What follows belongs to an exercise in optimizing a design on an open flow for a short achievable clock period and few clock cycles; a production flow would make more cautious choices. In this exercise RTL edits were held to simulation tests only and were not proved equivalent to the original.

==> 12-04 <==
==> flow/design.v <==
`timescale 1ns / 1ps
module mcpu_core(
    input         clk,
    input         reset,
    input  [31:0] Data_in,
    output [31:0] Addr_out,
    output [31:0] Data_out,
    output        mem_w
    );
    localparam [5:0] OP_R = 6'b000000, OP_LW = 6'b100011, OP_SW = 6'b101011,
                     OP_BEQ = 6'b000100, OP_BNE = 6'b000101, OP_J = 6'b000010,
                     OP_JAL = 6'b000011, OP_ADDI = 6'b001000, OP_ANDI = 6'b001100,
                     OP_ORI = 6'b001101, OP_XORI = 6'b001110, OP_SLTI = 6'b001010,
                     OP_LUI = 6'b001111;
    localparam [5:0] F_ADD = 6'b100000, F_SUB = 6'b100010, F_AND = 6'b100100,
                     F_OR = 6'b100101, F_NOR = 6'b100111, F_SLT = 6'b101010,
                     F_XOR = 6'b000000, F_SRLV = 6'b000110, F_SLLV = 6'b000100,
                     F_JR = 6'b001000;
    reg  [31:0] ma;          
    reg         dcyc;        
    reg         dload;       
    reg  [4:0]  drd;         
    reg  [31:0] fpc;         
    reg  [31:0] dout;
    reg         memw;
    reg         id_v;
    reg  [31:0] id_ir;
    reg  [31:0] id_pc4;
    reg         ex_v;
    reg  [31:0] ex_a, ex_b, ex_bx, ex_s;
    reg         ex_cin;
    reg         ex_wr;
    reg  [4:0]  ex_rd;
    reg         ex_add, ex_and, ex_or, ex_xor, ex_nor, ex_slt, ex_sll, ex_srl, ex_passb;
    reg         ex_lw, ex_sw, ex_br, ex_bne, ex_pred, ex_jr;
    reg  [31:0] ex_tgt, ex_pc4;
    reg         wb_v;
    reg  [4:0]  wb_rd;
    reg  [31:0] wb_val;
    reg         lwb_v;
    reg  [4:0]  lwb_rd;
    reg  [31:0] lwb_val;
    reg  [31:0] rf [1:31];
    assign Addr_out = ma;
    assign Data_out = dout;
    assign mem_w    = memw;
    wire [31:0] sum = ex_a + ex_bx + {31'd0, ex_cin};
    wire        lt  = (ex_a[31] ^ ex_b[31]) ? ex_a[31] : sum[31];
    wire        big = |ex_a[31:5];
    wire [31:0] shl = big ? 32'd0 : (ex_b << ex_a[4:0]);
    wire [31:0] shr = big ? 32'd0 : (ex_b >> ex_a[4:0]);
    wire [31:0] ex_res = ({32{ex_add}} & sum)
                       | ({32{ex_and}} & (ex_a & ex_b))
                       | ({32{ex_or}}  & (ex_a | ex_b))
                       | ({32{ex_xor}} & (ex_a ^ ex_b))
                       | ({32{ex_nor}} & ~(ex_a | ex_b))
                       | ({32{ex_slt}} & {31'd0, lt})
                       | ({32{ex_sll}} & shl)
                       | ({32{ex_srl}} & shr)
                       | ({32{ex_passb}} & ex_b);
    wire        ex_eq    = (ex_a == ex_b);
    wire        ex_taken = ex_eq ^ ex_bne;
    wire        ex_mem   = ex_v & (ex_lw | ex_sw);
    wire        ex_redir = ex_v & ((ex_br & (ex_taken != ex_pred)) | ex_jr);
    wire [31:0] ex_rtgt  = ex_jr ? ex_a : (ex_taken ? ex_tgt : ex_pc4);
    wire        ex_fw    = ex_v & ex_wr;           
    wire [5:0]  op  = id_ir[31:26];
    wire [4:0]  rs  = id_ir[25:21];
    wire [4:0]  rt  = id_ir[20:16];
    wire [4:0]  rd  = id_ir[15:11];
    wire [5:0]  fn  = id_ir[5:0];
    wire [31:0] sx  = {{16{id_ir[15]}}, id_ir[15:0]};
    wire is_r    = op == OP_R;
    wire is_jr   = is_r & (fn == F_JR);
    wire is_ralu = is_r & ~is_jr;
    wire is_ialu = (op == OP_ADDI) | (op == OP_ANDI) | (op == OP_ORI) |
                   (op == OP_XORI) | (op == OP_SLTI);
    wire is_lui  = op == OP_LUI;
    wire is_lw   = op == OP_LW;
    wire is_sw   = op == OP_SW;
    wire is_beq  = op == OP_BEQ;
    wire is_bne  = op == OP_BNE;
    wire is_jal  = op == OP_JAL;
    wire is_br   = is_beq | is_bne;
    wire use_rs = is_r | is_ialu | is_lw | is_sw | is_br;
    wire use_rt = is_r | is_sw | is_br;
    wire [4:0] dst = is_ralu ? rd : is_jal ? 5'd31 : rt;
    wire       wr  = (is_ralu | is_ialu | is_lui | is_jal) & (dst != 5'd0);
    wire f_add = is_ralu ? (fn == F_ADD) | ~((fn == F_SUB) | (fn == F_AND) | (fn == F_OR) |
                            (fn == F_NOR) | (fn == F_SLT) | (fn == F_XOR) | (fn == F_SRLV) |
                            (fn == F_SLLV))
                         : (op == OP_ADDI) | is_lw | is_sw;
    wire f_sub = is_ralu & (fn == F_SUB);
    wire f_and = is_ralu ? (fn == F_AND) : (op == OP_ANDI);
    wire f_or  = is_ralu ? (fn == F_OR)  : (op == OP_ORI);
    wire f_xor = is_ralu ? (fn == F_XOR) : (op == OP_XORI);
    wire f_nor = is_ralu & (fn == F_NOR);
    wire f_slt = is_ralu ? (fn == F_SLT) : (op == OP_SLTI);
    wire f_sll = is_ralu & (fn == F_SLLV);
    wire f_srl = is_ralu & (fn == F_SRLV);
    wire f_pb  = is_lui | is_jal;
    wire f_inv = f_sub | f_slt;
    wire [31:0] rf_a = (rs == 5'd0) ? 32'd0 : rf[rs];
    wire [31:0] rf_b = (rt == 5'd0) ? 32'd0 : rf[rt];
    wire ld_now = dcyc & dload;
    wire a_ex  = ex_fw & (ex_rd == rs);
    wire a_ld  = ld_now & (drd == rs) & (rs != 5'd0);
    wire a_wb  = wb_v & (wb_rd == rs);
    wire a_lwb = lwb_v & (lwb_rd == rs);
    wire b_ex  = ex_fw & (ex_rd == rt);
    wire b_ld  = ld_now & (drd == rt) & (rt != 5'd0);
    wire b_wb  = wb_v & (wb_rd == rt);
    wire b_lwb = lwb_v & (lwb_rd == rt);
    wire [31:0] a_early = a_wb ? wb_val : a_lwb ? lwb_val : rf_a;
    wire [31:0] b_early = b_wb ? wb_val : b_lwb ? lwb_val : rf_b;
    wire [31:0] a_fwd = a_ex ? ex_res : a_ld ? Data_in : a_early;
    wire [31:0] b_fwd = b_ex ? ex_res : b_ld ? Data_in : b_early;
    wire        b_imm = is_ialu | is_lw | is_sw | is_lui | is_jal;
    wire [31:0] immv  = is_lui ? {id_ir[15:0], 16'd0} : is_jal ? id_pc4 : sx;
    wire [31:0] b_op  = b_imm ? immv : b_fwd;
    wire ex_ldd  = ex_v & ex_lw & (ex_rd != 5'd0);
    wire id_hold = id_v & ex_ldd & ((use_rs & (ex_rd == rs)) | (use_rt & (ex_rd == rt)));
    wire        pred    = is_beq ? ((rs == rt) | id_ir[15]) : is_bne ? (rs != rt) : 1'b0;
    wire [31:0] br_tgt  = id_pc4 + {sx[29:0], 2'b00};
    wire        jr_late = a_ex | a_ld;
    wire        id_redir = id_v & ~id_hold & ((is_br & pred) | (is_jr & ~jr_late));
    wire [31:0] id_tgt  = is_jr ? a_early : br_tgt;
    wire        if_ok    = ~dcyc & ~id_hold;
    wire        if_jump  = Data_in[31:27] == 5'b00001;
    wire [31:0] fpc4     = fpc + 32'd4;
    wire        if_take  = if_ok & ~id_redir & ~ex_redir;
    reg [31:0] fpc_n;
    always @* begin
        if (ex_redir)              fpc_n = ex_rtgt;
        else if (id_redir)         fpc_n = id_tgt;
        else if (if_ok & if_jump)  fpc_n = {fpc4[31:28], Data_in[25:0], 2'b00};
        else if (if_ok)            fpc_n = fpc4;
        else                       fpc_n = fpc;
    end
    always @(posedge clk or posedge reset) begin
        if (reset) begin
            ma    <= 32'd0;
            fpc   <= 32'd0;
            dcyc  <= 1'b0;
            dload <= 1'b0;
            memw  <= 1'b0;
            id_v  <= 1'b0;
            ex_v  <= 1'b0;
            wb_v  <= 1'b0;
            lwb_v <= 1'b0;
        end else begin
            fpc   <= fpc_n;
            ma    <= ex_mem ? sum : fpc_n;
            dcyc  <= ex_mem;
            dload <= ex_v & ex_lw;
            memw  <= ex_v & ex_sw;
            id_v  <= ex_redir ? 1'b0 : id_hold ? id_v : if_take;
            ex_v  <= id_v & ~ex_redir & ~id_hold;
            wb_v  <= ex_fw;
            lwb_v <= ld_now & (drd != 5'd0);
        end
    end
    always @(posedge clk) begin
        drd  <= ex_rd;
        dout <= ex_s;
        if (~id_hold) begin
            id_ir  <= Data_in;
            id_pc4 <= fpc4;
        end
        ex_a   <= a_fwd;
        ex_b   <= b_op;
        ex_bx  <= f_inv ? ~b_op : b_op;
        ex_cin <= f_inv;
        ex_s   <= b_fwd;
        ex_wr  <= wr;
        ex_rd  <= is_lw ? rt : dst;
        ex_add <= f_add | f_sub;
        ex_and <= f_and;
        ex_or  <= f_or;
        ex_xor <= f_xor;
        ex_nor <= f_nor;
        ex_slt <= f_slt;
        ex_sll <= f_sll;
        ex_srl <= f_srl;
        ex_passb <= f_pb;
        ex_lw  <= is_lw;
        ex_sw  <= is_sw;
        ex_br  <= is_br;
        ex_bne <= is_bne;
        ex_pred <= pred;
        ex_jr  <= is_jr & jr_late;
        ex_tgt <= br_tgt;
        ex_pc4 <= id_pc4;
        wb_rd  <= ex_rd;
        wb_val <= ex_res;
        lwb_rd <= drd;
        lwb_val <= Data_in;
    end
    genvar gi;
    generate
        for (gi = 1; gi < 32; gi = gi + 1) begin : g_rf
            always @(posedge clk) begin
                if (wb_v && wb_rd == gi)
                    rf[gi] <= wb_val;
                else if (lwb_v && lwb_rd == gi)
                    rf[gi] <= lwb_val;
            end
        end
    endgenerate
endmodule
==> flow/run.sh <==
#!/bin/bash
# synth_recipe.tcl (not shown) runs the flow's synth.tcl, then flattens the netlist and writes it again
# the make line also repeats each setting of config.mk as NAME=value (left out here)
make -C /OpenROAD-flow-scripts/flow DESIGN_CONFIG=/design/flow/config.mk WORK_HOME=/design/flow/orfs CLKGATE_MAP_FILE= SYNTH_SCRIPT=/design/flow/synth_recipe.tcl finish
==> flow/config.mk <==
export PLATFORM = sky130hd
export DESIGN_NAME = mcpu_core
export DESIGN_NICKNAME = mcpu_core
export VERILOG_FILES = /design/flow/design.v
export SDC_FILE = /design/flow/constraint.sdc
export NUM_CORES = 4
export LEC_CHECK = 0
export CAP_MARGIN = 20
export CORE_MARGIN = 2
export CORE_UTILIZATION = 40
export PLACE_DENSITY = 0.6
export SETUP_SLACK_MARGIN = 5
export SLEW_MARGIN = 20
==> flow/constraint.sdc <==
create_clock -name core_clock -period 9.0 [get_ports {clk}]
set_input_delay 1.8000 -clock core_clock [delete_from_list [all_inputs] [get_ports {clk}]]
set_output_delay 1.8000 -clock core_clock [all_outputs]
set_load 0.01 [all_outputs]
==> 09-15 (differences from 12-04) <==
Settings changed: ABC_AREA set to 1.
==> summary of the runs <==
Synthesized cell count: 12-04 is lower than 09-15 (39%). Of 12-04 and 09-15, 09-15 has the higher via count (gap 20%, measured against 09-15). Clock skew: 09-15 is lower than 12-04 (15 ps). Against 12-04, the cell count of 09-15 is larger by 47%. Against 12-04, the wire length of 09-15 is larger by 8.4%.
Testbench counts of 12-04, summed over its fixed seeds: cycles 153,360.
Testbench counts of 09-15, summed over its fixed seeds: cycles 153,360.

-- separate check: timing with driven ports --
The flow's constraints put no driver on any port. The routed layouts listed below were extracted and timed again, unchanged, in two steps.
Step 1, drivers: a clkbuf_16 drives clk and a buf_2 each remaining input, both assumed.
Step 2 times the ports against the registers' clock, not the clock port: input delays grow and output delays shrink by t, the midpoint of the rising clock arrivals with the driver on.
Slacks: ideal ports / drivers / drivers and shift; pairs: ideal ports / drivers.
run	t (ns)	setup WS [ns]	worst hold slack (ns)	worst setup path at the end	latest minus earliest clock arrival (ns)
12-04	0.938	4.780 / 4.780 / 4.061	0.326 / 0.326 / 0.326	input to register	0.082 / 0.082
09-15	0.970	4.744 / 4.744 / 4.192	0.322 / 0.322 / 0.322	input to register	0.078 / 0.078
After both steps setup and hold are still met in every run listed. The setup slack of 12-04, which loses most, moves by 0.000 ns with the drivers and by -0.719 ns with both steps.
